Source: an optimization exercise on an open RTL-to-GDS flow (aim: small area, a short achievable clock period and few clock cycles per item). Production flows keep margins and buffers that such runs may drop. Only simulation tests tie the RTL to the original design; equivalence was not proved.

== rev 12 ==
## calc_core
module calc_core (
	input             clk,
	input             rst,
	input             start,
	input      [9:0]  op,
	input      [19:0] a,
	input      [19:0] b,
	output            busy,
	output reg        done,
	output reg [19:0] result,
	output            neg,
	output     [47:0] hex
	);
	localparam OP_ADD  = 10'b0000000001;
	localparam OP_SUB  = 10'b0000000010;
	localparam OP_MUL  = 10'b0000000100;
	localparam OP_DIV  = 10'b0000001000;
	localparam OP_LOG  = 10'b1000000001;
	localparam OP_POW  = 10'b1000000010;
	localparam OP_FACT = 10'b1000000100;
	localparam OP_D2R  = 10'b1000001000;
	localparam N = 4;  
	reg        busy_r;
	reg        mode_pow;    
	reg        divz;        
	reg        acc1;        
	reg [19:0] ra;          
	reg [19:0] rb;          
	reg [2:0]  cnt;         
	assign busy = busy_r;
	assign neg  = result[19];
	wire accept = start & ~busy_r;
	wire        pmul   = rb[0] & ~acc1;            
	wire [19:0] mx = busy_r ? (pmul ? result : ra) : a;
	wire [19:0] my = busy_r ? ra : (op[1] ? a : b);
	wire [19:0] prod = mx * my;
	function [19:0] fact_lut;
		input [4:0] x;
		begin
			case (x)
			5'd0: fact_lut = 20'd1;
			5'd1: fact_lut = 20'd1;
			5'd2: fact_lut = 20'd2;
			5'd3: fact_lut = 20'd6;
			5'd4: fact_lut = 20'd24;
			5'd5: fact_lut = 20'd120;
			5'd6: fact_lut = 20'd720;
			5'd7: fact_lut = 20'd5040;
			5'd8: fact_lut = 20'd40320;
			5'd9: fact_lut = 20'd362880;
			5'd10: fact_lut = 20'd483072;
			5'd11: fact_lut = 20'd70912;
			5'd12: fact_lut = 20'd850944;
			5'd13: fact_lut = 20'd576512;
			5'd14: fact_lut = 20'd731136;
  ...
Settings: LEC_CHECK=0, ABC_AREA=1, CAP_MARGIN=50, CORE_MARGIN=2, CORE_UTILIZATION=40, SLEW_MARGIN=70; clock period 55.0 ns.
run.sh (not shown) runs the stock make flow with config.mk's settings and CLKGATE_MAP_FILE= SYNTH_SCRIPT=/design/flow/synth_recipe.tcl, a recipe that flattens the netlist after the stock synthesis.
Testbench counts of rev 12, summed over its fixed seeds: cycles 2,897, items 1,920.
The inputs of rev 13 differ from those of rev 12 as listed below.
--- a/flow/design.v
+++ b/flow/design.v
@@ -57,31 +57,24 @@
 			5'd16: fact_lut = 20'd360448;
 			5'd17: fact_lut = 20'd884736;
 			5'd18: fact_lut = 20'd196608;
 			5'd19: fact_lut = 20'd589824;
 			5'd20: fact_lut = 20'd262144;
 			5'd21: fact_lut = 20'd262144;
 			5'd22: fact_lut = 20'd524288;
 			5'd23: fact_lut = 20'd524288;
 			default: fact_lut = 20'd0;
 			endcase
 		end
 	endfunction
-	reg [19:0] log_r;
-	integer k;
-	always @* begin
-		log_r = 20'd0;
-		for (k = 1; k < 20; k = k + 1)
-			if (a[k]) log_r = k;
-	end
 	wire [19:0] addsub = a + (b ^ {20{op[1]}}) + {19'd0, op[1]};
 	wire [19:0] fact_r = (a < 20'd24) ? fact_lut(a[4:0]) : 20'd0;
 	wire [19:0] d2r_r  = a / 20'd60;
 	reg [19:0] dq, dr;
 	reg [20:0] dt;
 	reg [21:0] dd;
 	integer s;
 	always @* begin
 		dr = ra;
 		dq = result;
 		for (s = 0; s < N; s = s + 1) begin
 			dt = {dr, dq[19]};
@@ -97,24 +90,25 @@
 	reg [4:0] la, lb;
 	integer m;
 	always @* begin
 		la = 5'd0;
 		lb = 5'd0;
 		for (m = 0; m < 20; m = m + 1) begin
 			if (a[m]) la = m + 1;
 			if (b[m]) lb = m + 1;
 		end
 	end
 	wire [4:0] ldiff = la - lb;
 	wire       qzero = (la < lb);
+	wire [19:0] log_r = {15'd0, (la[4:1] == 4'd0) ? 5'd0 : la - 5'd1};
 	reg [2:0]  j0;
 	always @* begin
 		if (ldiff >= 5'd16) j0 = 3'd4;
 		else j0 = {1'b0, ldiff[3:2]};
 	end
 	wire pzero = (a == 20'd0) ||
 		(a[0]   == 1'b0  && b >= 20'd20) ||
 		(a[1:0] == 2'd0  && b >= 20'd10) ||
 		(a[2:0] == 3'd0  && b >= 20'd7)  ||
 		(a[3:0] == 4'd0  && b >= 20'd5)  ||
 		(a[4:0] == 5'd0  && b >= 20'd4)  ||
 		(a[6:0] == 7'd0  && b >= 20'd3)  ||
@@ -149,24 +143,26 @@
 						3'd2: begin ra <= {12'd0, a[19:12]}; result <= {a[11:0], 8'd0};  end
 						3'd3: begin ra <= {16'd0, a[19:16]}; result <= {a[15:0], 4'd0};  end
 						default: begin ra <= 20'd0; result <= a; end
 						endcase
 					end
 				end
 				OP_POW: begin
 					mode_pow <= 1'b1;
 					if (b == 20'd0) begin
 						result <= a; done <= 1'b1;
 					end else if (pzero) begin
 						result <= 20'd0; done <= 1'b1;
+					end else if (b == 20'd2) begin
+						result <= prod; done <= 1'b1;
 					end else begin
 						result <= b[0] ? a : 20'd1;
 						acc1 <= ~b[0];
 						ra <= prod;
 						rb <= {1'b0, b[19:1]};
 						if (b[19:1] == 19'd0) done <= 1'b1;
 						else busy_r <= 1'b1;
 					end
 				end
 				default: begin result <= 20'd63; done <= 1'b1; end
 				endcase
 			end
@@ -185,24 +181,28 @@
 					ra <= prod;
 					rb <= {1'b0, rb[19:1]};
 				end else begin
 					result <= prod;
 					rb[0] <= 1'b0;
 				end
 				if (rb[19:1] == 19'd0) begin
 					busy_r <= 1'b0; done <= 1'b1;
 				end
 			end else begin
 				ra <= prod;
 				rb <= {1'b0, rb[19:1]};
+				if (acc1 && rb[19:1] == 19'd1) begin
+					result <= prod;
+					busy_r <= 1'b0; done <= 1'b1;
+				end
 			end
 		end
 	end
 	function [7:0] seg;
 		input [3:0] d;
 		begin
 			case (d)
 			4'd0: seg = 8'b11000000;
 			4'd1: seg = 8'b11111001;
 			4'd2: seg = 8'b10100100;
 			4'd3: seg = 8'b10110000;
 			4'd4: seg = 8'b10011001;
Results
Status | rev 13 and rev 12 | clean
In rev 13, the required time of the worst setup path came out 11.08 ns above the value in rev 12.
Between rev 13 and rev 12, it is rev 13 whose area added between synthesis and finish is higher, by 0.30 points.
Rev 13 against rev 12: post-synthesis cell type count +5, number of stages on the worst setup path -14, arithmetic-cell share of the synthesized area counting full adders, half adders and majority gates -0.50 points.
Diff rev 12..rev 13 | non-clock buffering overhead in the final layout | negligible
Between rev 13 and rev 12, it is rev 13 whose number of instances in the synthesized netlist is higher, by about 2.5%.
Rev 13 vs. rev 12: total length of routed met3 wires saw an increase, pre-CTS worst setup slack saw a decrease, post-detailed-placement cell area saw an increase, maximum number of pins on one net before global-route repair saw an increase.
Testbench counts of rev 13, summed over its fixed seeds: cycles 2,871, items 1,920.

[re-timing with driven ports]
How much do the figures lean on ideal ports? The routed layouts below were timed once more, with nothing changed but the port constraints. Step 1 assumes that a clkbuf_16 drives the clock port and a buf_2 every other input. Step 2 adds t to the input delays and takes it off the output delays; t is the mean of the earliest and latest rising clock arrival at the registers after step 1. Input paths then give back, and output paths get back, about the clock's delay inside the block. Slacks: ideal ports / drivers / drivers and shift; pairs: ideal ports / drivers.
run	t (ns)	setup WS [ns]	worst setup path after step 2	worst register clock-pin slew, ns	worst slew at a driven data input, ns
rev 12	0.387	35.531 / 35.485 / 35.525	input to register	0.06 / 0.06	0.05
rev 13	0.390	35.477 / 35.489 / 35.099	input to register	0.06 / 0.06	0.04
After both steps every run listed still meets setup and hold. For rev 13, which loses most, drivers alone change the setup slack by +0.012 ns; drivers and shift together by -0.378 ns.
